From an optimization exercise on the open Yosys and OpenROAD flow, aimed at small area; shortcuts taken in it are not production practice.
The RTL was checked by simulation tests, not by an equivalence proof against the original design.
No driver is modelled on the clock port, so clock power and skew are understated where the tree is cut down; a real chip needs a root buffer or a tree.
Power and IR drop assume default switching activity.

== job 5052 ==
// top_nec_uart
module top_nec_uart #(
    parameter logic [27:0] MAX_TIMER_CNT = 27'd25_000_000 - 27'b1
) (
    input logic sys_clk,
    input logic sys_rst_n,
    input  logic remote_in,
    output logic uart_out
);
For scale: roughly 400 cells after synthesis, ~4 I/O pins.
==> flow/config.mk <==
export PLATFORM = sky130hd
export DESIGN_NAME = top_nec_uart
export DESIGN_NICKNAME = top_nec_uart
export VERILOG_FILES = /design/flow/design.v
export SDC_FILE = /design/flow/constraint.sdc
export NUM_CORES = 4
export LEC_CHECK = 0
export CAP_MARGIN = 20
export CORE_MARGIN = 2
export CORE_UTILIZATION = 40
export SLEW_MARGIN = 20
==> flow/constraint.sdc <==
create_clock -name core_clock -period 20.0 [get_ports {sys_clk}]
set_input_delay 4.0000 -clock core_clock [delete_from_list [all_inputs] [get_ports {sys_clk}]]
set_output_delay 4.0000 -clock core_clock [all_outputs]
set_load 0.01 [all_outputs]
standard.sh (not shown) runs the stock make flow with config.mk's settings and CLKGATE_MAP_FILE= SYNTH_SCRIPT=/design/flow/synth_recipe.tcl, a recipe that flattens the netlist after the stock synthesis.
==> flow/flow/run.sh <==
#!/bin/bash
# Layout flow: the standard flow (standard.sh) with
#  * synthesis: ABC maps for area with no delay target and adders are not
#    extracted (flow/my_synth.tcl.in);
#  * clock tree: flow/clock_tree.tcl replaces TritonCTS's H-tree with 2
#    clkbuf_16, each driving the registers near it;
#  * port buffers: buf_1.
# All tool output goes to the ORFS logs under orfs/logs and to flow_make.log.
set -euo pipefail
W=$(pwd)
sed -e "s|@FLOW_SYNTH@|$W/synth_recipe.tcl|" -e "s|@FLOW@|$W/flow|" flow/my_synth.tcl.in > my_synth.tcl
bash standard.sh SYNTH_SCRIPT=$W/my_synth.tcl ADDER_MAP_FILE= \
  PRE_CTS_TCL=$W/flow/clock_tree.tcl \
  "BUFFER_PORTS_ARGS=-buffer_cell sky130_fd_sc_hd__buf_1" \
  finish > flow_make.log 2>&1
==> flow/flow/area.abc <==
strash
&get -n
&fraig -x
&put
scorr
dc2
dretime
strash
&get -n
&deepsyn -T 60
&put
dch -f
map -a
==> flow/flow/clock_tree.tcl <==
# PRE_CTS_TCL hook: replaces TritonCTS with a one-level clock tree. The
# registers are split into 2 groups by position (k-means); each
# group gets one buffer, placed at its centre and driven by the clock port.
proc clock_tree_synthesis {args} {
  set nbuf 2
  set cell sky130_fd_sc_hd__clkbuf_16
  set block [ord::get_db_block]
  set clk_port_net [$block findNet sys_clk]
  set master [[ord::get_db] findMaster $cell]
  set sinks {}
  foreach it [$clk_port_net getITerms] {
    set bb [[$it getInst] getBBox]
    lappend sinks [list $it [expr {([$bb xMin] + [$bb xMax]) / 2.0}] [expr {([$bb yMin] + [$bb yMax]) / 2.0}]]
  }
  set n [llength $sinks]
  # k-means, seeded with sinks spread along the list sorted by x+y
  set sorted [lsort -real -index 1 $sinks]
  set cent {}
  for {set k 0} {$k < $nbuf} {incr k} {
    set s [lindex $sorted [expr {int(($k + 0.5) * $n / $nbuf)}]]
    lappend cent [list [lindex $s 1] [lindex $s 2]]
  }
  for {set iter 0} {$iter < 50} {incr iter} {
    set assign {}
    foreach s $sinks {
      set best 0; set bd 1e30
      for {set k 0} {$k < $nbuf} {incr k} {
        set c [lindex $cent $k]
        set d [expr {abs([lindex $s 1] - [lindex $c 0]) + abs([lindex $s 2] - [lindex $c 1])}]
        if {$d < $bd} { set bd $d; set best $k }
      }
      lappend assign $best
    }
    set newc {}
    for {set k 0} {$k < $nbuf} {incr k} {
      set sx 0.0; set sy 0.0; set m 0
      foreach s $sinks a $assign {
        if {$a == $k} { set sx [expr {$sx + [lindex $s 1]}]; set sy [expr {$sy + [lindex $s 2]}]; incr m }
      }
      if {$m > 0} { lappend newc [list [expr {$sx / $m}] [expr {$sy / $m}]] } else { lappend newc [lindex $cent $k] }
    }
    set cent $newc
  }
  for {set k 0} {$k < $nbuf} {incr k} {
    set buf [odb::dbInst_create $block $master clkbuf_$k\_sys_clk]
    set net [odb::dbNet_create $block clknet_$k\_sys_clk]
    $net setSigType CLOCK
    set m 0
    foreach s $sinks a $assign {
      if {$a == $k} { set it [lindex $s 0]; $it disconnect; $it connect $net; incr m }
    }
    [$buf findITerm A] connect $clk_port_net
    [$buf findITerm X] connect $net
    set c [lindex $cent $k]
    $buf setLocation [expr {int([lindex $c 0])}] [expr {int([lindex $c 1])}]
    $buf setPlacementStatus PLACED
    puts "clock buffer $k ($cell): $m sinks"
  }
  set_propagated_clock [all_clocks]
}
==> flow/flow/my_synth.tcl.in <==
proc abc {args} {
  set out {}
  set skip 0
  foreach a $args {
    if {$skip} { set skip 0; continue }
    if {$a eq "-script" || $a eq "-D" || $a eq "-constr"} { set skip 1; continue }
    lappend out $a
  }
  yosys abc -script @FLOW@/area.abc {*}$out
}
source @FLOW_SYNTH@
Job 5052 did not stop at any stage, and its layout met the timing, design-rule and antenna checks.
Input-level comparison between job 8625 and job 5052:
diff --git a/flow/flow/my_synth.tcl.in b/flow/flow/my_synth.tcl.in
--- a/flow/flow/my_synth.tcl.in
+++ b/flow/flow/my_synth.tcl.in
@@ -1 +1,3 @@
+# Standard synthesis (synth_recipe.tcl) with ABC run for area: ABC's default
+# liberty-mapping script with no delay target, in place of ORFS's speed script.
 proc abc {args} {
@@ -8,3 +10,3 @@
   }
-  yosys abc -script @FLOW@/area.abc {*}$out
+  yosys abc {*}$out
 }
removed: flow/flow/area.abc
==> comparison <==
Sort job 5052 and job 8625 by iteration-0 DRC count of the detailed router desc -> top: job 8625. Against job 5052 as the reference, job 8625 delivers a higher post-detailed-routing wire length. Simple-gate share of the synthesized area was higher in job 8625 than in job 5052. Side by side, filler-free cell count of the finished design turned out lower in job 8625 than in job 5052. Job 8625 against job 5052: proportion of cell area occupied by multi-input gates moved up; power went up by 1.3 uW. Going from job 5052 to job 8625, horizontal die dimension grew slightly. Job 8625 vs. job 5052: number of instances resized during post-cts repair held steady, detailed-routing wirelength on met1 grew by 19 um.
Changes in job 3959 relative to job 8625:
==> flow/flow/run.sh <==
#!/bin/bash
# Layout flow: the standard flow (standard.sh) with
#  * synthesis: ABC maps for area (its default liberty script, no delay
#    target) and adders are not extracted (flow/my_synth.tcl.in);
#  * clock tree: flow/clock_tree.tcl replaces TritonCTS's H-tree (9 buffers)
#    with 3 clkbuf_16, each driving the registers near it.
# All tool output goes to the ORFS logs under orfs/logs and to flow_make.log.
set -euo pipefail
W=$(pwd)
sed "s|@FLOW_SYNTH@|$W/synth_recipe.tcl|" flow/my_synth.tcl.in > my_synth.tcl
bash standard.sh SYNTH_SCRIPT=$W/my_synth.tcl ADDER_MAP_FILE= \
  PRE_CTS_TCL=$W/flow/clock_tree.tcl \
  finish > flow_make.log 2>&1
diff --git a/flow/flow/clock_tree.tcl b/flow/flow/clock_tree.tcl
--- a/flow/flow/clock_tree.tcl
+++ b/flow/flow/clock_tree.tcl
@@ -1,6 +1,6 @@
 # PRE_CTS_TCL hook: replaces TritonCTS with a one-level clock tree. The
-# registers are split into 2 groups by position (k-means); each
+# registers are split into 3 groups by position (k-means); each
 # group gets one buffer, placed at its centre and driven by the clock port.
 proc clock_tree_synthesis {args} {
-  set nbuf 2
+  set nbuf 3
   set cell sky130_fd_sc_hd__clkbuf_16
==> comparison <==
- From job 8625 to job 3959 the numbers moved as follows: post-synthesis share of cell area spent on and, or, nand and nor gates held steady; critical path depth neither gained nor lost much; sequential cell fraction of total power shows a reduction of 4.1 points; clock share of power higher; worst setup timing slack at the placement stage fell by 0.39 ns.
- The run showing the smaller via count is job 8625.
- Diff job 8625 -> job 3959: design area went up by 44 um^2, clock period minus final worst setup slack climbed 0.34 ns, core utilization moved up.
In every run of this note, the design's own scripts or RTL, not TritonCTS, make the clock network.

[what the ideal ports hide]
Ports are ideal in the flow. The routed layouts listed here were re-timed in OpenROAD. Step 1 (the two cells are an assumption about what drives the block):
set clk [get_ports {sys_clk}]
set_driving_cell -lib_cell sky130_fd_sc_hd__clkbuf_16 $clk
set_driving_cell -lib_cell sky130_fd_sc_hd__buf_2 [delete_from_list [all_inputs] $clk]
Step 2 moves the port delays by t, midway between the first and last clock arrival at a register: inputs arrive t later, outputs are due t later. That takes back most of the time a late clock gives input paths. Slacks: ideal / step 1 / step 2; pairs: ideal / step 1.
run	shift t [ns]	setup WS [ns]	worst register clock-pin slew, ns	worst slew at a driven data input, ns	cell pins on the clock port's net
job 5052	0.203	12.049 / 12.001 / 12.203	0.10 / 0.10	0.03	2
job 8625	0.204	11.757 / 11.711 / 11.915	0.11 / 0.11	0.03	2
job 3959	0.202	11.415 / 11.353 / 11.555	0.08 / 0.08	0.03	3
After both steps every run listed still meets setup and hold.
